This design comes from an exercise in tuning for small area, a short achievable clock period and few clock cycles on the open sky130 flow, not from production work. The RTL was checked by simulation tests, not by an equivalence proof against the original design.

==> design.v <==
`timescale 1ns/1ps
module ForwardSub4x4(
    input              clk,
    input              rst,
    input              start,
    input      [511:0] L_in,  
    input      [127:0] b_in,
    output reg         done,
    output reg [127:0] y_out
);
  reg signed [31:0] L [0:15];
  reg signed [31:0] b [0:3];
  reg signed [31:0] y [0:3];
  reg [1:0] i;
  integer j;
  localparam IDLE  = 3'd0,
             LOAD  = 3'd1,
             CALC  = 3'd2,
             DONE  = 3'd3;
  reg [2:0] state;
  reg signed [31:0] sum;
  integer idx;
  always @(posedge clk) begin
    if(rst) begin
      state <= IDLE;
      done  <= 0;
    end else begin
      case(state)
        IDLE: begin
          done <= 0;
          if(start)
            state <= LOAD;
        end
        LOAD: begin
          for(idx=0; idx<16; idx=idx+1) begin
            if(idx/4 >= idx%4)
              L[idx] <= L_in[idx*32 +: 32];
          end
          for(idx=0; idx<4; idx=idx+1) begin
            b[idx] <= b_in[idx*32 +: 32];
          end
          i <= 0;   
          state <= CALC;
        end
        CALC: begin
          sum = b[i];
          for(j=0; j<3; j=j+1) begin
            if(j < i)
              sum = sum - (L[{i, j[1:0]}] * y[j]);
          end
          if(sum == 32'sh80000000 && L[{i, i}] == -32'sd1)
            y[i] <= 32'sh80000000;
          else if(L[{i, i}] != 0)
            y[i] <= sum / L[{i, i}];
          else
            y[i] <= 0;  
          if(i<3) begin
            i <= i+1;
          end else begin
            state <= DONE;
          end
        end
        DONE: begin
          done <= 1;
          for(idx=0; idx<4; idx=idx+1) begin
            y_out[idx*32 +: 32] <= y[idx];
          end
          if(start) begin
            done  <= 0;
            state <= LOAD;
          end
        end
      endcase
    end
  end
endmodule
`timescale 1ns/1ps
module BackwardSub4x4(
    input              clk,
    input              rst,
    input              start,
    input      [511:0] U_in,
    input      [127:0] y_in,
    output reg         done,
    output reg [127:0] x_out
);
  reg signed [31:0] U [0:15];
  reg signed [31:0] y [0:3];
  reg signed [31:0] x [0:3];
  reg [1:0] i;
  integer j;
  localparam IDLE  = 3'd0,
             LOAD  = 3'd1,
             CALC  = 3'd2,
             DONE  = 3'd3;
  reg [2:0] state;
  reg signed [31:0] sum;
  integer idx;
  always @(posedge clk) begin
    if(rst) begin
      state <= IDLE;
      done <= 0;
    end else begin
      case(state)
        IDLE: begin
          done <= 0;
          if(start)
            state <= LOAD;
        end
        LOAD: begin
          for(idx=0; idx<16; idx=idx+1) begin
            if(idx%4 >= idx/4)
              U[idx] <= U_in[idx*32 +: 32];
          end
          for(idx=0; idx<4; idx=idx+1) begin
            y[idx] <= y_in[idx*32 +: 32];
          end
          i <= 3;  
          state <= CALC;
        end
        CALC: begin
          sum = y[i];
          for(j=3; j>0; j=j-1) begin
            if(j > i)
              sum = sum - (U[{i, j[1:0]}] * x[j]);
          end
          if(sum == 32'sh80000000 && U[{i, i}] == -32'sd1)
            x[i] <= 32'sh80000000;
          else if(U[{i, i}] != 0)
            x[i] <= sum / U[{i, i}];
          else
            x[i] <= 0;  
          if(i>0) begin
            i <= i - 1;
          end else begin
            state <= DONE;
          end
        end
        DONE: begin
          done <= 1;
          for(idx=0; idx<4; idx=idx+1) begin
            x_out[idx*32 +: 32] <= x[idx];
          end
          if(start) begin
            done  <= 0;
            state <= LOAD;
          end
        end
      endcase
    end
  end
endmodule
`timescale 1ns/1ps
module TriSolve4x4(
    input              clk,
    input              rst,
    input              start,
    input      [511:0] L_in,
    input      [511:0] U_in,
    input      [127:0] b_in,
    output reg         done,
    output     [127:0] x_out
);
  localparam W = 8;
  reg  [31:0] slot0, slot1, slot2, slot3;
  assign x_out = {slot3, slot2, slot1, slot0};
  reg  [3:0]  sg;        
  reg         busy;
  reg         fix;       
  wire [31:0] mw0  = L_in[(4*1+0)*32 +: 32];
  wire [31:0] mw1  = L_in[(4*2+0)*32 +: 32];
  wire [31:0] mw2  = L_in[(4*3+0)*32 +: 32];
  wire [31:0] mw3  = L_in[(4*2+1)*32 +: 32];
  wire [31:0] mw4  = L_in[(4*3+1)*32 +: 32];
  wire [31:0] mw5  = L_in[(4*3+2)*32 +: 32];
  wire [31:0] mw6  = U_in[(4*2+3)*32 +: 32];
  wire [31:0] mw7  = U_in[(4*1+3)*32 +: 32];
  wire [31:0] mw8  = U_in[(4*1+2)*32 +: 32];
  wire [31:0] mw9  = U_in[(4*0+3)*32 +: 32];
  wire [31:0] mw10 = U_in[(4*0+2)*32 +: 32];
  wire [31:0] mw11 = U_in[(4*0+1)*32 +: 32];
  wire [31:0] dw0 = L_in[(4*0+0)*32 +: 32];
  wire [31:0] dw1 = L_in[(4*1+1)*32 +: 32];
  wire [31:0] dw2 = L_in[(4*2+2)*32 +: 32];
  wire [31:0] dw3 = L_in[(4*3+3)*32 +: 32];
  wire [31:0] dw4 = U_in[(4*3+3)*32 +: 32];
  wire [31:0] dw5 = U_in[(4*2+2)*32 +: 32];
  wire [31:0] dw6 = U_in[(4*1+1)*32 +: 32];
  wire [31:0] dw7 = U_in[(4*0+0)*32 +: 32];
  reg  [3:0]  mp;        
  reg  [3:0]  dp;        
  wire [3:0]  mpn = mp + 4'd1;
  wire [3:0]  dpn = dp + 4'd1;
  reg  [11:0] mnx;
  reg  [7:0]  dnx;
  wire [31:0] opbn = ({32{mnx[0]}} & mw0) | ({32{mnx[1]}} & mw1) | ({32{mnx[2]}} & mw2)
                   | ({32{mnx[3]}} & mw3) | ({32{mnx[4]}} & mw4) | ({32{mnx[5]}} & mw5)
                   | ({32{mnx[6]}} & mw6) | ({32{mnx[7]}} & mw7) | ({32{mnx[8]}} & mw8)
                   | ({32{mnx[9]}} & mw9) | ({32{mnx[10]}} & mw10) | ({32{mnx[11]}} & mw11);
  wire [31:0] drn  = ({32{dnx[0]}} & dw0) | ({32{dnx[1]}} & dw1) | ({32{dnx[2]}} & dw2)
                   | ({32{dnx[3]}} & dw3) | ({32{dnx[4]}} & dw4) | ({32{dnx[5]}} & dw5)
                   | ({32{dnx[6]}} & dw6) | ({32{dnx[7]}} & dw7);
  reg  [1:0]  ch;        
  reg  [31:0] opb;       
  wire [1:0] mi = (mp == 4'd0) ? 2'd1 : (mp == 4'd1 || mp == 4'd3 || mp == 4'd6) ? 2'd2 :
                  (mp == 4'd2 || mp == 4'd4 || mp == 4'd5) ? 2'd3 :
                  (mp == 4'd7 || mp == 4'd8) ? 2'd1 : 2'd0;
  wire [1:0] mj = (mp <= 4'd2) ? 2'd0 : (mp == 4'd3 || mp == 4'd4 || mp == 4'd11) ? 2'd1 :
                  (mp == 4'd5 || mp == 4'd8 || mp == 4'd10) ? 2'd2 : 2'd3;
  wire       mbwd = (mp >= 4'd6);
  wire       mdone = (mp == 4'd12);
  wire [3:0] rowdone_f = {mp > 4'd5, mp > 4'd3, mp > 4'd0, 1'b1};
  wire       fold0 = prefold & (dp[2:0] == 3'd0);
  wire [3:0] ddone = {dp > 4'd3, dp > 4'd2, dp > 4'd1, dp > 4'd0};
  wire [3:0] yrdy = (ddone & rowdone_f) | {3'b0, fold0};
  wire [3:0] xdn  = {dp > 4'd4, dp > 4'd5, dp > 4'd6, dp > 4'd7};
  wire       srcrdy = mbwd ? xdn[mj] : yrdy[mj];
  function [31:0] sel4;
    input [1:0] k;
    input [31:0] a0, a1, a2, a3;
    sel4 = k[1] ? (k[0] ? a3 : a2) : (k[0] ? a1 : a0);
  endfunction
  reg  [31:0] dr;        
  reg         dbusy;
  reg  [W-1:0] rr;       
  reg  [31:0] nq;        
  reg  [5:0]  sc;        
  reg         qsg;       
  reg         dwide;     
  wire [1:0]  drow = dp[2] ? ~dp[1:0] : dp[1:0];
  wire        dfwd = ~dp[2];
  wire        wstep = dbusy & dwide;
  wire        dleft  = busy & ~fix & ~dp[3] & ~dbusy;
  wire        d_one  = (dr == 32'd1);
  wire        d_mone = (dr == 32'hffffffff);
  wire        d_zero = (dr == 32'd0);
  wire        prefold = dleft & dfwd & (d_one | d_mone);
  wire [3:0]  lastmac = (dp[2:0] == 3'd1) ? 4'd0 : (dp[2:0] == 3'd2) ? 4'd3 :
                        (dp[2:0] == 3'd3 || dp[2:0] == 3'd4) ? 4'd5 :
                        (dp[2:0] == 3'd5) ? 4'd6 : (dp[2:0] == 3'd6) ? 4'd8 : 4'd11;
  wire        row_ok  = (dp[2:0] == 3'd0) | (mp > lastmac);
  wire        alone   = dleft & ~prefold & row_ok;    
  wire [1:0]  fixrow = sg[0] ? 2'd0 : sg[1] ? 2'd1 : sg[2] ? 2'd2 : 2'd3;
  wire [1:0]  ridx = fix ? fixrow : (alone | wstep) ? drow : mi;
  wire [31:0] sa = sel4(ridx, slot0, slot1, slot2, slot3);
  wire [31:0] sb = sel4(mj, slot0, slot1, slot2, slot3);
  wire [31:0] sd = sa;
  wire        fits = (&opb[31:11]) | ~(|opb[31:11]);
  reg  [11:0] dg;
  reg  [31:0] mc;
  always @* begin
    if (wstep) begin
      dg = 12'd1;
      mc = dr;
    end else if (fits) begin
      dg = opb[11:0];
      mc = sb;
    end else if (ch == 2'd0) begin
      dg = {1'b0, opb[10:0]};
      mc = sb;
    end else if (ch == 2'd1) begin
      dg = {1'b0, opb[21:11]};
      mc = {sb[20:0], 11'd0};
    end else begin
      dg = {{2{opb[31]}}, opb[31:22]};
      mc = {sb[9:0], 22'd0};
    end
  end
  wire [3:0]  sgx = sg | {3'b0, fold0 & d_mone};
  wire        flip = wstep ? dr[31] : (sgx[mj] ^ (mbwd & sg[mi]));
  wire [31:0] wx   = {sd[30:0], nq[31]};
  wire [31:0] acc  = wstep ? wx : sa;
  wire [12:0] dge = {dg, 1'b0};
  reg  [31:0] row0, row1, row2, row3, row4, row5;
  reg  [31:0] negs;
  reg  [31:0] sel;
  reg         one, two, neg;
  reg  [2:0]  bt;
  integer k, b;
  always @* begin
    negs = 32'd0;
    row0 = 0; row1 = 0; row2 = 0; row3 = 0; row4 = 0; row5 = 0;
    for (k = 0; k < 6; k = k + 1) begin
      bt  = dge[2*k +: 3];
      one = bt[1] ^ bt[0];
      two = (bt == 3'b011) | (bt == 3'b100);
      neg = (one | two) & (bt[2] ^ ~flip);
      for (b = 0; b < 32; b = b + 1)
        sel[b] = (one & mc[b]) | (two & (b > 0 ? mc[b-1] : 1'b0));
      sel = (sel ^ {32{neg}}) << (2*k);
      negs[2*k] = neg;
      case (k)
        0: row0 = sel;
        1: row1 = sel;
        2: row2 = sel;
        3: row3 = sel;
        4: row4 = sel;
        default: row5 = sel;
      endcase
    end
  end
  wire [31:0] s1 = acc ^ row0 ^ row1;
  wire [31:0] c1 = ((acc & row0) | (acc & row1) | (row0 & row1)) << 1;
  wire [31:0] s2 = row2 ^ row3 ^ row4;
  wire [31:0] c2 = ((row2 & row3) | (row2 & row4) | (row3 & row4)) << 1;
  wire [31:0] s3 = s1 ^ c1 ^ s2;
  wire [31:0] c3 = ((s1 & c1) | (s1 & s2) | (c1 & s2)) << 1;
  wire [31:0] s4 = c2 ^ row5 ^ negs;
  wire [31:0] c4 = ((c2 & row5) | (c2 & negs) | (row5 & negs)) << 1;
  wire [31:0] s5 = s3 ^ c3 ^ s4;
  wire [31:0] c5 = ((s3 & c3) | (s3 & s4) | (c3 & s4)) << 1;
  wire [31:0] s6 = s5 ^ c5 ^ c4;
  wire [31:0] c6 = ((s5 & c5) | (s5 & c4) | (c5 & c4)) << 1;
  reg  [31:0] macres;
  reg         rc;
  integer m;
  always @* begin
    rc = 1'b0;
    for (m = 0; m < 32; m = m + 1) begin
      macres[m] = s6[m] ^ c6[m] ^ rc;
      rc = (s6[m] & c6[m]) | (rc & (s6[m] ^ c6[m]));
    end
  end
  wire        mlast = fits | (ch == 2'd2);
  wire        mfire = busy & ~fix & ~mdone & srcrdy & ~wstep & ~alone;
  wire        mfin = mfire & mlast;
  wire        merge   = dleft & ~prefold & mfin & (mp == lastmac) & (dp[2:0] != 3'd0);
  wire        setup   = alone | merge;
  wire [31:0] nv  = merge ? macres : sd;
  wire        nsg = sg[drow];
  wire [31:0] nneg = ngo;
  wire [31:0] nabs = nv[31] ? nneg : nv;
  wire        nsign = nsg ? nneg[31] : nv[31];
  wire        dnar = dr[31] ? ((&dr[31:W]) & (|dr[W-1:0])) : ~(|dr[31:W]);
  wire [W-1:0] d8 = dr[31] ? -dr[W-1:0] : dr[W-1:0];
  wire [W+1:0] d8x3 = {2'b0, d8} + {1'b0, d8, 1'b0};
  wire [W-1:0] dsm = {1'b0, d8[W-1:1] | {1'b0, d8[W-1:2]} | {2'b0, d8[W-1:3]} | {3'b0, d8[W-1:4]}
                     | {4'b0, d8[W-1:5]} | {5'b0, d8[W-1:6]} | {6'b0, d8[W-1:7]}};
  wire       grp2 = ~dnar | (|nabs[31:16+W]) | (|(nabs[16 +: W] & ~dsm));
  wire       s_res = d_one | d_mone;                   
  wire       s_zero = d_zero;                          
  wire       s_div = setup & ~s_res & ~s_zero;
  wire [31:0] ngi = (dbusy | fix) ? dwin : nv;
  wire [31:0] ngo = -ngi;
  reg  [W-1:0] sr;
  reg  [31:0]  sn;
  reg  [W+1:0] sx;
  reg  [W+2:0] t1, t2, t3;
  integer s;
  always @* begin
    sr = rr;
    sn = nq;
    for (s = 0; s < 8; s = s + 1) begin
      sx = {sr, sn[31:30]};
      t1 = {1'b0, sx} - {3'b0, d8};
      t2 = {1'b0, sx} - {2'b0, d8, 1'b0};
      t3 = {1'b0, sx} - {1'b0, d8x3};
      if (!t3[W+2])      begin sr = t3[W-1:0]; sn = {sn[29:0], 2'd3}; end
      else if (!t2[W+2]) begin sr = t2[W-1:0]; sn = {sn[29:0], 2'd2}; end
      else if (!t1[W+2]) begin sr = t1[W-1:0]; sn = {sn[29:0], 2'd1}; end
      else               begin sr = sx[W-1:0]; sn = {sn[29:0], 2'd0}; end
    end
  end
  wire        wq = ~macres[31];                        
  wire [31:0] qn = dwide ? {nq[30:0], wq} : sn;
  wire        dfin = dbusy & (sc == 6'd1);
  wire [31:0] dwin = fix ? sa : qn;
  wire        dwneg = fix | qsg;
  wire [31:0] dwv = dwneg ? ngo : dwin;
  wire        szw = setup & ((s_zero & ~s_res) | (s_div & ~dnar));
  wire        dwr = dfin | fix | szw;
  wire [1:0]  dwrow = fix ? fixrow : drow;
  wire [31:0] dwdata = szw ? 32'd0 : dwv;
  wire [31:0] wrem = wq ? macres : wx;
  wire        dadv = prefold | dfin | (setup & (s_res | s_zero));
  reg [3:0] sg_n;
  always @* begin
    sg_n = sg;
    if (prefold) sg_n[drow] = d_mone;
    if (setup & s_res) sg_n[drow] = nsg ^ d_mone;
    if ((setup & s_zero & ~s_res) | dfin) sg_n[drow] = 1'b0;
    if (fix) sg_n[fixrow] = 1'b0;
  end
  wire all_end = (dadv & (dp == 4'd7)) | fix;
  always @(posedge clk) begin
    if (rst) begin
      busy <= 1'b0;
      done <= 1'b0;
    end else if (!busy) begin
      if (start) begin
        busy <= 1'b1;
        done <= 1'b0;
      end
    end else if (all_end && sg_n == 4'd0) begin
      busy <= 1'b0;
      done <= 1'b1;
    end
  end
  wire        mwr = mfire | wstep;
  wire [1:0]  mwrow = wstep ? drow : mi;
  wire [31:0] mwdata = wstep ? wrem : macres;
  wire [3:0]  dsel = {4{dwr}} & (4'b0001 << dwrow);
  wire [3:0]  msel = {4{mwr}} & (4'b0001 << mwrow) & ~dsel;
  reg first;
  always @(posedge clk) begin
    first <= ~busy & start;
    if (!busy) begin
      if (start) begin
        slot0 <= b_in[31:0];
        slot1 <= b_in[63:32];
      end
    end else begin
      if (dsel[0]) slot0 <= dwdata; else if (msel[0]) slot0 <= mwdata;
      if (dsel[1]) slot1 <= dwdata; else if (msel[1]) slot1 <= mwdata;
      if (first) begin
        slot2 <= b_in[95:64];
        slot3 <= b_in[127:96];
      end else begin
        if (dsel[2]) slot2 <= dwdata; else if (msel[2]) slot2 <= mwdata;
        if (dsel[3]) slot3 <= dwdata; else if (msel[3]) slot3 <= mwdata;
      end
    end
  end
  always @(posedge clk) begin
    if (!busy) begin
      opb <= opbn;
      dr  <= drn;
      if (start) begin
        mnx <= 12'd2;
        dnx <= 8'd2;
      end
      if (start) begin
        mp    <= 4'd0;
        ch    <= 2'd0;
        dp    <= 4'd0;
        sg    <= 4'd0;
        dbusy <= 1'b0;
        fix   <= 1'b0;
      end
    end else begin
      sg <= sg_n;
      if (all_end && sg_n != 4'd0) fix <= 1'b1;
      if (mfire) begin
        if (mlast) begin
          mp  <= mpn;
          ch  <= 2'd0;
          opb <= opbn;
          mnx <= {mnx[10:0], 1'b0};
        end else
          ch <= ch + 2'd1;
      end
      if (s_div) begin
        dbusy <= 1'b1;
        qsg   <= nsign ^ dr[31];
        dwide <= ~dnar;
        rr    <= grp2 ? {W{1'b0}} : nabs[16 +: W];
        nq    <= grp2 ? nabs : {nabs[15:0], 16'd0};
        sc    <= ~dnar ? 6'd32 : (grp2 ? 6'd2 : 6'd1);
      end
      if (dbusy) begin
        nq <= qn;
        rr <= sr;
        sc <= sc - 6'd1;
        if (dfin)
          dbusy <= 1'b0;
      end
      if (dadv) begin
        dp  <= dpn;
        dr  <= drn;
        dnx <= {dnx[6:0], 1'b0};
      end
      if (all_end && sg_n == 4'd0) begin
        mnx <= 12'd1;
        dnx <= 8'd1;
      end
    end
    if (rst) begin
      mnx <= 12'd1;
      dnx <= 8'd1;
    end
  end
endmodule
==> flow/run.sh <==
#!/bin/bash
# The standard layout (standard.sh: the standard flow's synthesis and ORFS flow), except
# that the port buffers are plain buf_1 cells instead of the default choice.
# Every input and output port still gets its own buffer.
set -euo pipefail
bash standard.sh "BUFFER_PORTS_ARGS=-buffer_cell sky130_fd_sc_hd__buf_1" finish > standard_flow.log 2>&1
==> standard.sh <==
#!/bin/bash
# synth_recipe.tcl (not shown) runs the flow's synth.tcl, then flattens the netlist and writes it again
# the make line also repeats each setting of config.mk as NAME=value (left out here)
make -C /OpenROAD-flow-scripts/flow DESIGN_CONFIG=/design/flow/config.mk WORK_HOME=/design/flow/orfs CLKGATE_MAP_FILE= SYNTH_SCRIPT=/design/flow/synth_recipe.tcl "${@:-finish}"
==> config.mk <==
export PLATFORM = sky130hd
export DESIGN_NAME = TriSolve4x4
export DESIGN_NICKNAME = TriSolve4x4
export VERILOG_FILES = /design/flow/design.v
export SDC_FILE = /design/flow/constraint.sdc
export NUM_CORES = 8
export LEC_CHECK = 0
export ABC_AREA = 1
export CAP_MARGIN = 20
export CORE_AREA = 3 3 447 447
export CTS_BUF_LIST = sky130_fd_sc_hd__clkbuf_8 sky130_fd_sc_hd__clkbuf_4
export DIE_AREA = 0 0 450 450
export GPL_TIMING_DRIVEN = 0
export PLACE_DENSITY = 0.85
export SLEW_MARGIN = 20
==> constraint.sdc <==
create_clock -name core_clock -period 150.0 [get_ports {clk}]
set_input_delay 30.0000 -clock core_clock [delete_from_list [all_inputs] [get_ports {clk}]]
set_output_delay 30.0000 -clock core_clock [all_outputs]
set_load 0.01 [all_outputs]
==> results.json, run 1 <==
{
  "postCtsSetupBuffers": 0,
  "finalSetupViolations": 0,
  "die_h_um": 450,
  "cts.clk_slew.worst_paths_ps": 60,
  "drc": 0,
  "insertion_delay_ps": 780,
  "dieArea_um2": 202500,
  "yosysSeqAreaShare_pct": 19.58,
  "vias": 51340,
  "gp_congestion": 1.066,
  "post-route-min-period_ps": 32460,
  "slew_violations": 0,
  "core-area_um2": 195400,
  "synth_edf_count": 256,
  "via_per_inst": 5.289,
  "syn_to_final_growth_pct": 20.24,
  "drt_iter0_drc": 6511,
  "port_buffers": 899,
  "dp_hpwl_um": 258000,
  "synth_area_um2": 41620,
  "worst_slack_ps": 117540,
  "cts_buffer_depth": 3,
  "fin_util_pct": 25.61,
  "end_kind": "flop",
  "hold_class": "flop to flop",
  "fin_worst_skew_ps": 87.17,
  "hold_viol": 0,
  "critPathLaunchType": "primary input",
  "std_cell_rows": 162,
  "wirelength_um": 297100,
  "yosysWarnings": 1,
  "use_met2_pct": 44.58,
  "synth_top_area_share_pct": 18.47,
  "drive_gt1_share_pct": 5.355,
  "grt_usage_pct": 27.90,
  "path_class": "primary input to flop",
  "fin_area_um2": 50050,
  "place_ws_ps": 116900,
  "crit_required_ps": 150280,
  "grt_use_met1_pct": 32.72,
  "dr.pass1.iters": 8,
  "path_max_fanout": 1,
  "ys_ff_latch": 279,
  "syn_area_per_cell_um2": 6.926,
  "synth_commonest_cells": "1662 x nand2_1, 595 x inv_1, 403 x nand3_1",
  "rsz0062_at_grt": "no",
  "use_met3_pct": 7.246,
  "yosysMostFrequentCell": "nand2_1",
  "grt_max_degree": 47,
  "htreeDepth": 2,
  "mappedNetlistNets": 7608,
  "tns_ps": 0,
  "wire_per_inst_um": 30.61,
  "status": "no timing/DRC/antenna violations",
  "cts_tree": "built",
  "grt_pass1_wl_um": 392700,
  "antenna_found_initial": 119,
  "dpl_cell_area_um2": 48660,
  "postRouteAntennaNets": 0,
  "worst_pin_slew_ps": 1354,
  "clock-root-buffer": "clkbuf_8",
  "synth_top_cells_by_area": "edfxtp_1 18%, nand2_1 15%, fa_1 8.6%",
  "cts_inserted_buffers": 54,
  "initial_core_util_pct": 21.30,
  "synth_area_leader_cell": "edfxtp_1",
  "grt_overflow": 0,
  "cts.hold.buffers_added": 0,
  "first_global_vias": 47560,
  "grt_busiest_layer": "met2",
  "ys_types": 75,
  "die_w_um": 450,
  "slew_headroom_pct": 8.770,
  "arrival_ps": 32740,
  "final_nets": 8577,
  "cts_resized": 0,
  "ios": 1284,
  "synth_ff_type": "edfxtp_1",
  "syn_inst": 6010,
  "clock_sinks": 279,
  "maxCapViolCount": 0,
  "timing.fmax_ghz": 0.03081,
  "async_flop_share_pct": 0,
  "fin_crit_sh_pct": 21.64
}
cell families after synthesis:
kind of cell	after synthesis	synth area share (%)
AOI/OAI and AO/OA	1357	20.26
xor gates and xnor gates	290	6.120
adders and majority gates	443	16.55
buffers and inverters	968	9.244
DFF	279	19.58
muxes	6	0.1443
and+or+nand+nor	2667	28.11
cells in the final DEF (no fill, tap or decap), types with 61 or more instances in the layout:
| master | Yosys | routed |
|---|---|---|
| diode_2 | 0 | 61 |
| nand3_1 | 403 | 403 |
| nor2_1 | 266 | 264 |
| buf_1 | 33 | 930 |
| ha_1 | 264 | 264 |
| nand2_1 | 1662 | 1661 |
| o21ai_1 | 35 | 66 |
| nand4_1 | 87 | 87 |
| o22ai_1 | 193 | 192 |
| o21ai_0 | 354 | 321 |
| edfxtp_1 | 256 | 256 |
| fa_1 | 179 | 179 |
| a22o_1 | 93 | 93 |
| a221oi_1 | 111 | 110 |
| inv_1 | 595 | 593 |
| xnor2_1 | 128 | 125 |
| xor2_1 | 161 | 161 |
| clkbuf_1 | 273 | 264 |
| a21oi_1 | 351 | 347 |
cell type report:
class / count / area (um^2)
inverters: 629 / 2379
well taps: 2624 / 3283
flip-flops and latches: 279 / 8148
diodes: 61 / 152.6
multi-input cells: 4763 / 29760
repair buffers: 913 / 3630
plain buffers: 339 / 1483
clock buffers: 61 / 795.8
clock inverters: 38 / 415.4
fillers: 22150 / 145400
stage by stage:
stage | std cells | hold slack, ps
after global placement | 9533 | 414.0
final | 9707 | 434.2
after floorplan | 6010 | 406.4
after detailed placement | 9546 | 415.0
after CTS | 9645 | 429.4
after global routing | 9686 | 439.8
state kept, by name, indices dropped and copies added (netlist names), 2 cells and up:
register	count
ch	2
sg	4
slot2	32
dr	32
dp	4
slot3	32
slot1	32
slot0	32
opb	32
mp	4
nq	32
sc	6
rr	8
mnx	12
dnx	8
critical path, stage by stage:
cell and delay (ps):
buf_1 70, a22o_1 280, a221oi_1 490, nand4_1 610
a221oi_1 730, nand4_1 540
worst paths after layout:
check | slack (ps) | cells past startpoint | from | endpoint
hold reg to reg | 430 | 0 | busy | fix
setup / recovery | 117540 | 6 | L_in[151] | opb[23]
setup reg to reg | 123900 | 123 | dr[0] | nq[27]
hold / removal | 430 | 0 | busy | fix
metal layers:
layer	vias to the layer above	routed length (um)
met5	-	411
met4	60	24380
met3	763	30970
met2	3513	132200
met1	24460	109200
li1	22540	-
Testbench counts, summed over its fixed seeds: cycles 5,520.
==> inputs of run 2 (changes only) <==
==> flow/run.sh (replaced) <==
#!/bin/bash
# The standard layout (standard.sh: the standard flow's synthesis and ORFS flow) with two
# changes to how it is made:
#  - the port buffers are plain buf_1 cells instead of the default choice
#    (every input and output port still gets its own buffer);
#  - before pin placement, flow/pins.tcl groups the input pins that feed the
#    same register bit, so that each bit's input multiplexer stays local.
set -euo pipefail
bash standard.sh "BUFFER_PORTS_ARGS=-buffer_cell sky130_fd_sc_hd__buf_1" \
  "PRE_IO_PLACEMENT_TCL=$PWD/flow/pins.tcl" finish > standard_flow.log 2>&1
==> flow/pins.tcl (new file) <==
for {set b 0} {$b < 32} {incr b} {
  set pins {}
  foreach w {4 8 12 9 13 14 0 5 10 15} { lappend pins "L_in\[[expr {$w*32+$b}]\]" }
  foreach w {11 7 6 3 2 1} { lappend pins "U_in\[[expr {$w*32+$b}]\]" }
  foreach w {15 10 5 0} { lappend pins "U_in\[[expr {$w*32+$b}]\]" }
  foreach k {0 1 2 3} { lappend pins "b_in\[[expr {$k*32+$b}]\]" }
  set_io_pin_constraint -group -order -pin_names $pins
}
--- a/config.mk
+++ b/config.mk
@@ -10,6 +10,5 @@
 export CORE_AREA = 3 3 447 447
 export CTS_BUF_LIST = sky130_fd_sc_hd__clkbuf_8 sky130_fd_sc_hd__clkbuf_4
 export DIE_AREA = 0 0 450 450
-export GPL_TIMING_DRIVEN = 0
 export PLACE_DENSITY = 0.85
 export SLEW_MARGIN = 20
==> run 2 against run 1 <==
Compared with the run above: cell count fell by 2.6%; first-iteration DRC count rose by 17%; still clean on timing, DRC and antenna; utilization fell by 0.41 points; die area did not move; global-route usage fell by 4.4 points; clock-buffer cell count rose by 11; non-clock buffer count fell by 220; wire length fell by 15%; critical endpoint is now x_out[99]; via count fell by 1.2%; largest cell class unchanged; sequential share of layout area rose by 0.32 points.
==> results.json, run 2 <==
{
  "status": "no timing/DRC/antenna violations",
  "grt_pass1_wl_um": 340800,
  "postRouteAntennaNets": 0,
  "die_h_um": 450,
  "nFillCells": 21690,
  "syn_inst": 6010,
  "fin_util_pct": 25.20,
  "syn_area_per_cell_um2": 6.926,
  "cts.hold.buffers_added": 0,
  "slew_violations": 0,
  "critPathLaunchType": "flop",
  "hold_viol": 0,
  "dr.pass1.iters": 8,
  "via_per_inst": 5.364,
  "maxCapViolCount": 0,
  "htreeDepth": 2,
  "cts_resized": 0,
  "drive_gt1_share_pct": 7.120,
  "async_flop_share_pct": 0,
  "cts_buffer_depth": 3,
  "final_cells": 9456,
  "die_w_um": 450,
  "fin_area_um2": 49240,
  "dieArea_um2": 202500,
  "wire_per_inst_um": 26.79,
  "gp_congestion": 1.100,
  "cp-startpoint": "slot3[3]",
  "cts_inserted_buffers": 52,
  "yosysSeqAreaShare_pct": 19.58,
  "layout_commonest_cell": "nand2_1",
  "regArea_um2": 8177,
  "synth_commonest_cells": "1662 x nand2_1, 595 x inv_1, 403 x nand3_1",
  "clock_sinks": 279,
  "dpl.cell_count": 9326,
  "yosysMostFrequentCell": "nand2_1",
  "critPathMaxStageDelay_ps": 930,
  "layout_common_cells": "1658 x nand2_1, 899 x buf_1, 592 x inv_1",
  "syn_to_final_growth_pct": 18.31,
  "slew_headroom_pct": 19.48,
  "synth_area_leader_cell": "edfxtp_1",
  "cp_num_cells": 1,
  "fin_crit_sh_pct": 21.47,
  "antenna_found_initial": 60,
  "final_nets": 8355,
  "mappedNetlistNets": 7608,
  "grt_overflow": 0,
  "ys_ff_latch": 279,
  "postCtsSetupBuffers": 0,
  "ys_types": 75,
  "arrival_ps": 2210,
  "worst_pin_slew_ps": 1213,
  "worst-path-buf-inv": 1,
  "rsz0062_at_grt": "no",
  "clock-root-buffer": "clkbuf_8",
  "first_global_vias": 45390,
  "synth_area_um2": 41620,
  "std_cell_rows": 162,
  "finalSetupViolations": 0,
  "crit_end": "x_out[99]",
  "crit_required_ps": 120000,
  "synth_top_area_share_pct": 18.47,
  "timing.fmax_ghz": 0.03105,
  "core-area_um2": 195400,
  "wirelength_um": 253300,
  "yosysWarnings": 1,
  "cts_tree": "built",
  "initial_core_util_pct": 21.30,
  "synth_ff_type": "edfxtp_1",
  "crit_family": "buffers and inverters",
  "path_class": "flop to primary output",
  "end_kind": "primary output",
  "port_buffers": 899,
  "post-route-min-period_ps": 32210,
  "rr_endpoint": "nq[7]",
  "hold_class": "flop to flop",
  "synth_edf_count": 256,
  "worstPathCellList": "buf_1",
  "insertion_delay_ps": 710,
  "synth_top_cells_by_area": "edfxtp_1 18%, nand2_1 15%, fa_1 8.6%",
  "vias": 50720,
  "tns_ps": 0,
  "grt_max_degree": 92,
  "drc": 0,
  "ios": 1284,
  "fin_worst_skew_ps": 57.41,
  "r2r_slack_ps": 125110,
  "grt_usage_pct": 23.53,
  "dpl_cell_area_um2": 48030,
  "path_max_fanout": 3,
  "slowest_stage": "buf_1",
  "whs_ps": 466.9,
  "reg2reg_from": "dr[0]",
  "multiInputGateArea_um2": 29820,
  "cts.clk_slew.worst_paths_ps": 60,
  "drt_iter0_drc": 7594,
  "reg2reg_depth": 125,
  "dp_hpwl_um": 203700
}
## run 2: cell counts after synthesis
No cell type changed its count.
## run 2: cells by family (layout without fill, tap and decap cells)
family                     after synthesis  in the layout  share of synthesized area (%)
muxes                                    6              6                         0.1443
adders and majority gates              443            443                          16.55
xor gates and xnor gates               290            290                          6.120
and+or+nand+nor                       2667           2667                          28.11
DFF                                    279            279                          19.58
AOI/OAI and AO/OA                     1357           1357                          20.26
buffers and inverters                  968           1756                          9.244
other                                    0             34                              0
## run 2: layout make-up
| type | instances | area share [%] |
|---|---|---|
| Antenna cell | 34 | 0.1728 |
| Clock buffer | 72 | 1.796 |
| Clock inverter | 23 | 0.4574 |
| Inverter | 629 | 4.835 |
| Multi-Input combinational cell | 4763 | 60.55 |
| Sequential cell | 279 | 16.60 |
| Tap cell | 2624 | 6.667 |
| Timing Repair Buffer | 1032 | 8.916 |
## run 2: per-layer routing
layer / wire length (um) / global-route usage (%) / vias to the layer above
met5: 78 / 0.4735 / -
met4: 27780 / 20.21 / 8
met3: 47320 / 13.93 / 1110
met2: 96610 / 32.24 / 4432
met1: 81560 / 25.52 / 23140
li1: - / - / 22030
## run 2: metrics by stage
stage                     worst slack (ps)
final                               117790
after global routing                117920
after CTS                           118020
after detailed placement            117880
after global placement              117900
after floorplan                     117890
## run 2: how the worst min path moves through the flow
stage                        end  slack, ps  cells after the start   start
after global placement    mnx[6]        450                      2  mnx[5]
final                     mnx[9]        470                      2  mnx[8]
after global routing      mnx[6]        490                      2  mnx[5]
after detailed placement  mnx[9]        450                      2  mnx[8]
after CTS                 mnx[9]        460                      2  mnx[8]
after floorplan              fix        410                      0    busy
==> inputs of run 3 (changes only) <==
--- a/design.v
+++ b/design.v
@@ -191,8 +191,10 @@
   reg  [3:0]  dp;        
   wire [3:0]  mpn = mp + 4'd1;
   wire [3:0]  dpn = dp + 4'd1;
-  reg  [11:0] mnx;
-  reg  [7:0]  dnx;
+  reg  [11:0] mnr;
+  reg  [7:0]  dnr;
+  wire [11:0] mnx = busy ? mnr : 12'd1;
+  wire [7:0]  dnx = busy ? dnr : 8'd1;
   wire [31:0] opbn = ({32{mnx[0]}} & mw0) | ({32{mnx[1]}} & mw1) | ({32{mnx[2]}} & mw2)
                    | ({32{mnx[3]}} & mw3) | ({32{mnx[4]}} & mw4) | ({32{mnx[5]}} & mw5)
                    | ({32{mnx[6]}} & mw6) | ({32{mnx[7]}} & mw7) | ({32{mnx[8]}} & mw8)
@@ -425,10 +427,8 @@
     if (!busy) begin
       opb <= opbn;
       dr  <= drn;
-      if (start) begin
-        mnx <= 12'd2;
-        dnx <= 8'd2;
-      end
+      mnr <= 12'd2;
+      dnr <= 8'd2;
       if (start) begin
         mp    <= 4'd0;
         ch    <= 2'd0;
@@ -445,7 +445,7 @@
           mp  <= mpn;
           ch  <= 2'd0;
           opb <= opbn;
-          mnx <= {mnx[10:0], 1'b0};
+          mnr <= {mnr[10:0], 1'b0};
         end else
           ch <= ch + 2'd1;
       end
@@ -467,16 +467,8 @@
       if (dadv) begin
         dp  <= dpn;
         dr  <= drn;
-        dnx <= {dnx[6:0], 1'b0};
-      end
-      if (all_end && sg_n == 4'd0) begin
-        mnx <= 12'd1;
-        dnx <= 8'd1;
+        dnr <= {dnr[6:0], 1'b0};
       end
     end
-    if (rst) begin
-      mnx <= 12'd1;
-      dnx <= 8'd1;
-    end
   end
 endmodule
==> flow/run.sh (replaced) <==
#!/bin/bash
# The standard layout (standard.sh: the standard flow's synthesis and ORFS flow) with two
# changes to how it is made:
#  - the port buffers are plain buf_1 cells instead of the default choice
#    (every input and output port still gets its own buffer);
#  - before pin placement, flow/pins.tcl groups, bit by bit, the input pins
#    that feed the same register bit and the output pins of that bit, so that
#    each bit's input multiplexer and output wires stay local.
set -euo pipefail
bash standard.sh "BUFFER_PORTS_ARGS=-buffer_cell sky130_fd_sc_hd__buf_1" \
  "PRE_IO_PLACEMENT_TCL=$PWD/flow/pins.tcl" finish > standard_flow.log 2>&1
--- a/flow/pins.tcl
+++ b/flow/pins.tcl
@@ -4,5 +4,6 @@
   foreach w {11 7 6 3 2 1} { lappend pins "U_in\[[expr {$w*32+$b}]\]" }
   foreach w {15 10 5 0} { lappend pins "U_in\[[expr {$w*32+$b}]\]" }
   foreach k {0 1 2 3} { lappend pins "b_in\[[expr {$k*32+$b}]\]" }
+  foreach k {0 1 2 3} { lappend pins "x_out\[[expr {$k*32+$b}]\]" }
   set_io_pin_constraint -group -order -pin_names $pins
 }
--- a/config.mk
+++ b/config.mk
@@ -10,5 +10,4 @@
 export CORE_AREA = 3 3 447 447
 export CTS_BUF_LIST = sky130_fd_sc_hd__clkbuf_8 sky130_fd_sc_hd__clkbuf_4
 export DIE_AREA = 0 0 450 450
-export PLACE_DENSITY = 0.85
 export SLEW_MARGIN = 20
==> run 3 against run 2 <==
Compared with the run above: design area is 0.88% higher; largest cell class unchanged; register-to-register slack got worse by 1500 ps; synthesized cell count grew 0.47%; first-iteration DRC count down 28%; hold slack improved by 5.1 ps; highest routed layer unchanged; fmax up 2.1%; clock-buffer cell count increased by 1.
==> results.json, run 3 <==
{
  "ys_types": 80,
  "drc": 0,
  "initial_core_util_pct": 21.49,
  "nFillCells": 21830,
  "wirelength_um": 236800,
  "postCtsSetupBuffers": 0,
  "synth_top_area_share_pct": 18.30,
  "cts_inserted_buffers": 52,
  "rsz0062_at_grt": "no",
  "core-area_um2": 195400,
  "clock-root-buffer": "clkbuf_8",
  "synth_commonest_cells": "1685 x nand2_1, 653 x inv_1, 401 x nand3_1",
  "arrival_ps": 31760,
  "path_max_fanout": 1,
  "grt_usage_pct": 22.08,
  "yosysSeqAreaShare_pct": 19.30,
  "place_ws_ps": 117880,
  "cts_resized": 0,
  "yosysWarnings": 1,
  "worst-path-buf-inv": 1,
  "post-route-min-period_ps": 31560,
  "critPathMaxStageDelay_ps": 670,
  "final_nets": 8418,
  "dieArea_um2": 202500,
  "cts_buffer_depth": 3,
  "via_per_inst": 5.211,
  "synth_area_um2": 42000,
  "yosysMostFrequentCell": "nand2_1",
  "ios": 1284,
  "clock_sinks": 277,
  "synth_top_cells_by_area": "edfxtp_1 18%, nand2_1 15%, fa_1 8.5%",
  "layout_common_cells": "1679 x nand2_1, 899 x buf_1, 630 x inv_1",
  "slowest_stage": "nand4_1",
  "insertion_delay_ps": 740,
  "first_global_vias": 46840,
  "worst_path_most_repeated_cell": "a221oi_1",
  "timing.fmax_ghz": 0.03169,
  "hold_viol": 0,
  "cts.hold.buffers_added": 0,
  "worst_slack_ps": 118440,
  "reg2reg_depth": 117,
  "cts_tree": "built",
  "dr.pass1.iters": 8,
  "postRouteAntennaNets": 0,
  "status": "no timing/DRC/antenna violations",
  "syn_inst": 6038,
  "crit_required_ps": 150200,
  "dp_hpwl_um": 182100,
  "htreeDepth": 2,
  "fin_crit_sh_pct": 21.04,
  "cts.clk_slew.worst_paths_ps": 60,
  "end_kind": "flop",
  "ys_ff_latch": 277,
  "tns_ps": 0,
  "path_class": "primary input to flop",
  "synth_edf_count": 256,
  "layout_commonest_cell": "nand2_1",
  "slew_headroom_pct": 20.10,
  "vias": 49510,
  "grt_overflow": 0,
  "grt_pass1_wl_um": 328700,
  "fin_worst_skew_ps": 53.85,
  "grt_max_degree": 61,
  "port_buffers": 899,
  "gp_congestion": 1.034,
  "critPathLaunchType": "primary input",
  "maxCapViolCount": 0,
  "crit_family": "compound AO/OA/AOI/OAI gates",
  "hold_class": "flop to flop",
  "die_w_um": 450,
  "worstPathCellList": "buf_1 > a22o_1 > a221oi_1 > nand2_1 > a221o_1 > a221oi_1 > nand4_1",
  "worst_pin_slew_ps": 1186,
  "synth_ff_type": "edfxtp_1",
  "drt_iter0_drc": 5502,
  "mappedNetlistNets": 7636,
  "synth_area_leader_cell": "edfxtp_1",
  "slew_violations": 0,
  "async_flop_share_pct": 0,
  "wire_per_inst_um": 24.93,
  "antenna_found_initial": 13,
  "syn_to_final_growth_pct": 18.28,
  "drive_gt1_share_pct": 7.955,
  "cp_num_cells": 7,
  "worst_hold_path.num_cells": 2,
  "syn_area_per_cell_um2": 6.956,
  "die_h_um": 450,
  "std_cell_rows": 162,
  "finalSetupViolations": 0
}
==> run 3: changes by cell type in the layout (fill, tap and decap cells not counted), sizes merged, moves of 10 or more <==
| cell | delta |
|---|---|
| xor2 | +17 |
| nor2 | -43 |
| inv | +67 |
| a22oi | -20 |
| diode | -21 |
| nand2 | +32 |
| a32oi | +16 |
| o22ai | -10 |
| nand4 | +38 |
| buf | +24 |
| xnor2 | -10 |
| o21ai | -36 |
==> run 3: cell families (layout without fill, tap and decap cells) <==
logic type	after synthesis	in the layout	synth area share, %
fa+ha+maj	443	443	16.40
simple gates	2682	2682	28.38
compound gates	1313	1313	19.82
buf+inv	1020	1846	9.756
xor+xnor	297	297	6.193
flops	277	277	19.30
other cells	0	13	0
mux	6	6	0.1430
==> run 3: final cells by class <==
class | instances | area [um^2] | share of cell area (%)
clock inverter | 25 | 188.9 | 0.3803
timing repair buffer | 1055 | 4546 | 9.150
clock buffer | 73 | 923.4 | 1.859
antenna | 13 | 32.53 | 0.06549
tap | 2624 | 3283 | 6.609
inverter | 693 | 2631 | 5.297
sequential | 277 | 8117 | 16.34
multi-input combinational | 4741 | 29960 | 60.30
==> run 3: per-layer routing <==
metal	GRT usage, %	routed length [um]	part of all wire, %
met5	0	70	0.030
met1	25.06	84540	36
met4	18.35	23860	10
met2	35.81	106400	45
met3	4.410	21920	9.3
==> run 3: worst paths after layout <==
kind                            slack [ps]  endpoint  startpoint
worst max register to register      123580     rr[6]       dr[0]
worst min-delay path                   470    mnr[1]      mnr[1]
worst max-delay path                118440   opb[24]   L_in[152]
worst min register to register         470    mnr[1]      mnr[1]
==> run 3: per-stage QoR <==
step                hold slack [ps]  area [um^2]  util [%]  instances
floorplan                     429.1        42000         -       6038
global placement              452.6        48510     24.82       9387
detailed placement            457.3        48530     24.84       9390
CTS                           471.7        49640     25.40       9488
global route                  487.4        49660     25.42       9495
finish                        472.0        49680     25.42       9501
==> run 3: tightest hold or removal path, stage by stage (launching register included) <==
cell and delay, ps:
dfxtp_1 310, inv_1 40, o21ai_0 70
Testbench counts of run 3, summed over its fixed seeds: cycles 5,520.
==> inputs of run 4 (changes only) <==
--- a/config.mk
+++ b/config.mk
@@ -10,4 +10,5 @@
 export CORE_AREA = 3 3 447 447
 export CTS_BUF_LIST = sky130_fd_sc_hd__clkbuf_8 sky130_fd_sc_hd__clkbuf_4
 export DIE_AREA = 0 0 450 450
+export PLACE_DENSITY = 0.7
 export SLEW_MARGIN = 20
==> run 4 against run 3 <==
Compared with the run above: still clean on timing, DRC and antenna; critical path depth shrank 6; flip-flop and latch count is the same; hold slack got worse by 1.5 ps; design area shrank 0.14%; first-iteration DRC count up 8.9%; area after synthesis unchanged; fmax grew 0.37%; register-to-register slack better by 1400 ps.
==> results.json, run 4 <==
{
  "first_global_vias": 44870,
  "synth_area_leader_cell": "edfxtp_1",
  "reg2reg_from": "dr[0]",
  "post-route-min-period_ps": 31440,
  "crit_family": "flip-flops",
  "wirelength_um": 219900,
  "slowest_stage": "edfxtp_1",
  "layout_common_cells": "1682 x nand2_1, 899 x buf_1, 628 x inv_1",
  "cts.hold.buffers_added": 0,
  "dr.pass1.iters": 6,
  "cts_tree": "built",
  "worstPathCellList": "buf_1",
  "grt_max_degree": 63,
  "drc": 0,
  "cts_inserted_buffers": 49,
  "die_w_um": 450,
  "final_nets": 8414,
  "synth_top_cells_by_area": "edfxtp_1 18%, nand2_1 15%, fa_1 8.5%",
  "port_buffers": 899,
  "mappedNetlistNets": 7636,
  "ys_types": 80,
  "synth_top_area_share_pct": 18.30,
  "worst_pin_slew_ps": 1206,
  "hold_viol": 0,
  "clock-root-buffer": "clkbuf_8",
  "nFillCells": 22060,
  "antenna_found_initial": 17,
  "std_cell_rows": 162,
  "wire_per_inst_um": 23.15,
  "postCtsSetupBuffers": 0,
  "synth_ff_type": "edfxtp_1",
  "dp_hpwl_um": 172400,
  "fin_crit_sh_pct": 20.96,
  "tns_ps": 0,
  "slew_violations": 0,
  "crit_required_ps": 120000,
  "drive_gt1_share_pct": 7.730,
  "insertion_delay_ps": 720,
  "wl_met3_um": 22530,
  "via_per_inst": 5.142,
  "yosysMostFrequentCell": "nand2_1",
  "cts.clk_slew.worst_paths_ps": 90,
  "finalSetupViolations": 0,
  "whs_ps": 470.5,
  "timing.fmax_ghz": 0.03180,
  "ys_ff_latch": 277,
  "drt_iter0_drc": 5991,
  "cts_resized": 0,
  "cp-startpoint": "slot0[28]",
  "syn_area_per_cell_um2": 6.956,
  "initial_core_util_pct": 21.49,
  "fin_util_pct": 25.39,
  "postRouteAntennaNets": 0,
  "core-area_um2": 195400,
  "path_max_fanout": 3,
  "hold_class": "flop to flop",
  "async_flop_share_pct": 0,
  "path_class": "flop to primary output",
  "status": "no timing/DRC/antenna violations",
  "critPathMaxStageDelay_ps": 450,
  "dpl_cell_area_um2": 48530,
  "ios": 1284,
  "min_from": "mnr[1]",
  "slew_headroom_pct": 19.61,
  "worst-path-buf-inv": 1,
  "dieArea_um2": 202500,
  "fin_area_um2": 49610,
  "layout_commonest_cell": "nand2_1",
  "fin_worst_skew_ps": 36.85,
  "clock_sinks": 277,
  "grt_pass1_wl_um": 308100,
  "critPathLaunchType": "flop",
  "maxCapViolCount": 0,
  "topRoutingLayerUsed": "met5",
  "end_kind": "primary output",
  "gp_congestion": 1.040,
  "synth_commonest_cells": "1685 x nand2_1, 653 x inv_1, 401 x nand3_1",
  "arrival_ps": 1440,
  "vias": 48830,
  "cts_buffer_depth": 3,
  "htreeDepth": 2,
  "die_h_um": 450,
  "syn_to_final_growth_pct": 18.11,
  "synth_edf_count": 256,
  "syn_inst": 6038,
  "synth_area_um2": 42000,
  "grt_usage_pct": 20.51,
  "rsz0062_at_grt": "no",
  "yosysWarnings": 1,
  "grt_overflow": 0,
  "yosysSeqAreaShare_pct": 19.30,
  "dr_wl_met2_um": 94960,
  "wl_met1_um": 77430
}
run 4: cell counts after synthesis:
No cell type changed its count.
run 4: logic make-up after synthesis:
kind of cell / count (synthesis) / share of synthesized area (%)
simple gates: 2682 / 28.38
xor+xnor: 297 / 6.193
fa+ha+maj: 443 / 16.40
mux: 6 / 0.1430
buf+inv: 1020 / 9.756
compound gates: 1313 / 19.82
flops: 277 / 19.30
run 4: layer usage:
| metal | up-vias | global-route usage, % |
|---|---|---|
| li1 | 22150 | - |
| met1 | 22680 | 23.77 |
| met2 | 3262 | 31.79 |
| met3 | 734 | 3.803 |
| met4 | 8 | 19.36 |
| met5 | - | 0 |
run 4: metrics by stage:
step	instances	setup slack (ps)
after global routing	9492	118520
after global placement	9387	117910
after detailed placement	9388	117930
after CTS	9479	118500
final	9497	118560
after floorplan	6038	117890
run 4: final cells by class:
cell class              instances  area, um^2  area share (%)
flip-flops and latches        277        8117           16.36
diodes                         17       42.54         0.08575
clock buffers                  62       797.0           1.607
well taps                    2624        3283           6.618
multi-input cells            4741       29960           60.38
repair buffers               1054        4551           9.173
clock inverters                29       231.5          0.4666
inverters                     693        2631           5.304
run 4: path summary, 6_finish.rpt:
path	slack [ps]	cells after the start	endpoint
max	118560	1	x_out[28]
min	470	2	mnr[1]
max reg2reg	124960	119	rr[1]
min reg2reg	470	2	mnr[1]
==> inputs of run 5 (changes only) <==
--- a/config.mk
+++ b/config.mk
@@ -10,5 +10,5 @@
 export CORE_AREA = 3 3 447 447
 export CTS_BUF_LIST = sky130_fd_sc_hd__clkbuf_8 sky130_fd_sc_hd__clkbuf_4
 export DIE_AREA = 0 0 450 450
-export PLACE_DENSITY = 0.7
+export PLACE_DENSITY = 0.85
 export SLEW_MARGIN = 20
==> run 5 against run 4 <==
Compared with the run above: still clean; wire length shrank 1.6%; die area is the same; clock-buffer cell count shrank 2; global-route usage shrank 0.29 points; non-clock buffer count shrank 4; clock skew shrank 6.5 ps; hold slack gained 2.0 ps; cell count is essentially flat; critical path depth is the same.
==> results.json, run 5 <==
{
  "ys_types": 80,
  "rsz0062_at_grt": "no",
  "syn_area_per_cell_um2": 6.956,
  "cts_resized": 0,
  "yosysWarnings": 1,
  "initial_core_util_pct": 21.49,
  "synth_area_um2": 42000,
  "worst_pin_slew_ps": 1306,
  "cts_buffer_depth": 3,
  "ys_ff_latch": 277,
  "syn_inst": 6038,
  "die_h_um": 450,
  "finalSetupViolations": 0,
  "fin_worst_skew_ps": 30.31,
  "final_nets": 8411,
  "clock-root-buffer": "clkbuf_8",
  "yosysMostFrequentCell": "nand2_1",
  "worst_slack_ps": 118580,
  "end_kind": "primary output",
  "cts_tree": "built",
  "synth_area_leader_cell": "edfxtp_1",
  "postCtsSetupBuffers": 0,
  "drive_gt1_share_pct": 7.675,
  "synth_edf_count": 256,
  "r2r_slack_ps": 124710,
  "tns_ps": 0,
  "arrival_ps": 1430,
  "hold_viol": 0,
  "grt_pass1_wl_um": 305500,
  "crit_required_ps": 120000,
  "cts.clk_slew.worst_paths_ps": 90,
  "maxCapViolCount": 0,
  "synth_ff_type": "edfxtp_1",
  "worst-path-buf-inv": 1,
  "grt_usage_pct": 20.22,
  "path_class": "flop to primary output",
  "synth_top_cells_by_area": "edfxtp_1 18%, nand2_1 15%, fa_1 8.5%",
  "critPathMaxStageDelay_ps": 410,
  "postRouteAntennaNets": 0,
  "grt_overflow": 0,
  "insertion_delay_ps": 720,
  "hold_class": "flop to flop",
  "synth_top_area_share_pct": 18.30,
  "place_ws_ps": 117900,
  "drc": 0,
  "core-area_um2": 195400,
  "via_per_inst": 5.231,
  "slew_headroom_pct": 12.96,
  "std_cell_rows": 162,
  "drt_iter0_drc": 6987,
  "first_global_vias": 46080,
  "slowest_stage": "edfxtp_1",
  "mappedNetlistNets": 7636,
  "clock_sinks": 277,
  "gp_congestion": 1.029,
  "cts.hold.buffers_added": 0,
  "layout_common_cells": "1681 x nand2_1, 899 x buf_1, 627 x inv_1",
  "vias": 49650,
  "path_max_fanout": 3,
  "wirelength_um": 216400,
  "critPathLaunchType": "flop",
  "fin_crit_sh_pct": 20.95,
  "htreeDepth": 2,
  "status": "no timing/DRC/antenna violations",
  "wire_per_inst_um": 22.79,
  "worstPathCellList": "buf_1",
  "dr.pass1.iters": 7,
  "cts_inserted_buffers": 50,
  "slew_violations": 0,
  "crit_family": "flip-flops",
  "post-route-min-period_ps": 31420,
  "async_flop_share_pct": 0,
  "port_buffers": 899,
  "ios": 1284,
  "layout_commonest_cell": "nand2_1",
  "synth_commonest_cells": "1685 x nand2_1, 653 x inv_1, 401 x nand3_1",
  "yosysSeqAreaShare_pct": 19.30,
  "timing.fmax_ghz": 0.03182,
  "die_w_um": 450,
  "syn_to_final_growth_pct": 18.00,
  "grt_max_degree": 65,
  "dp_hpwl_um": 166800,
  "antenna_found_initial": 20,
  "dieArea_um2": 202500
}
==> run 5: cell counts after synthesis <==
No cell type changed its count.
==> run 5: cell families after synthesis <==
kind of cell	synth area share, %
and+or+nand+nor	28.38
AOI/OAI and AO/OA	19.82
buffers and inverters	9.756
adders and majority gates	16.40
xor gates and xnor gates	6.193
DFF	19.30
muxes	0.1430
==> run 5: cell type report <==
class | count | area, um^2
clock buffers | 60 | 763.2
multi-input cells | 4741 | 29950
repair buffers | 1050 | 4508
fillers | 21590 | 145800
inverters | 693 | 2631
well taps | 2624 | 3283
clock inverters | 32 | 271.5
flip-flops and latches | 277 | 8117
diodes | 15 | 37.54
==> run 5: path summary, 6_finish.rpt <==
kind	from	end	cells after the start
min	mnr[1]	mnr[1]	2
max reg2reg	dr[0]	nq[14]	115
max	slot1[28]	x_out[60]	1
min reg2reg	mnr[1]	mnr[1]	2
==> run 5: tightest hold or removal path: stages, from the launching register on <==
cell and delay, ps:
dfxtp_1 310, inv_1 40, o21ai_0 70
==> run 5: per-layer routing <==
layer	part of all wire, %	track usage (%)	vias up
li1	-	-	22150
met4	12	19.34	12
met3	13	5.289	995
met1	33	22.76	22630
met2	42	30.90	3862
met5	0.035	0	-
==> run 5: per-stage QoR <==
stage	hold WS [ps]	util [%]	std cells	cell area [um^2]
after floorplan	429.1	-	6038	42000
after global placement	453.4	24.80	9382	48470
after detailed placement	457.1	24.81	9383	48470
after CTS	472.9	25.34	9475	49510
after global routing	492.1	25.35	9484	49540
final	472.4	25.36	9492	49560

## what the ideal ports hide
In the flow no input, the clock included, has a driving cell. The finished layouts below were timed again as built, in two steps. Step 1: set_driving_cell puts a clkbuf_16 on clk and a buf_2 on each other input, an assumption about the parent block. Step 2 adds t to the input delays and takes it off the output delays; t is the mean of the earliest and latest rising clock arrival at the registers after step 1. Input paths then give back, and output paths get back, about the clock's delay inside the block. Three values: ideal ports, drivers, drivers and shift; two values: the first two.
| run | t (ns) | setup WS [ns] | hold WS [ns] | worst setup path after step 2 | pins driven straight from the clock port |
|---|---|---|---|---|---|
| run 1 | 0.830 | 117.543 / 117.556 / 116.726 | 0.434 / 0.434 / 0.434 | input to register | 1 |
| run 2 | 0.732 | 117.790 / 117.736 / 117.749 | 0.467 / 0.467 / 0.467 | input to register | 1 |
| run 3 | 0.772 | 118.440 / 118.473 / 117.701 | 0.472 / 0.472 / 0.472 | input to register | 1 |
| run 4 | 0.750 | 118.557 / 118.505 / 117.851 | 0.470 / 0.470 / 0.470 | input to register | 1 |
| run 5 | 0.761 | 118.575 / 118.520 / 117.868 | 0.472 / 0.472 / 0.472 | input to register | 1 |
After both steps setup and hold are still met in every run listed. For run 1, which loses most, drivers alone change the setup slack by +0.013 ns; drivers and shift together by -0.817 ns.
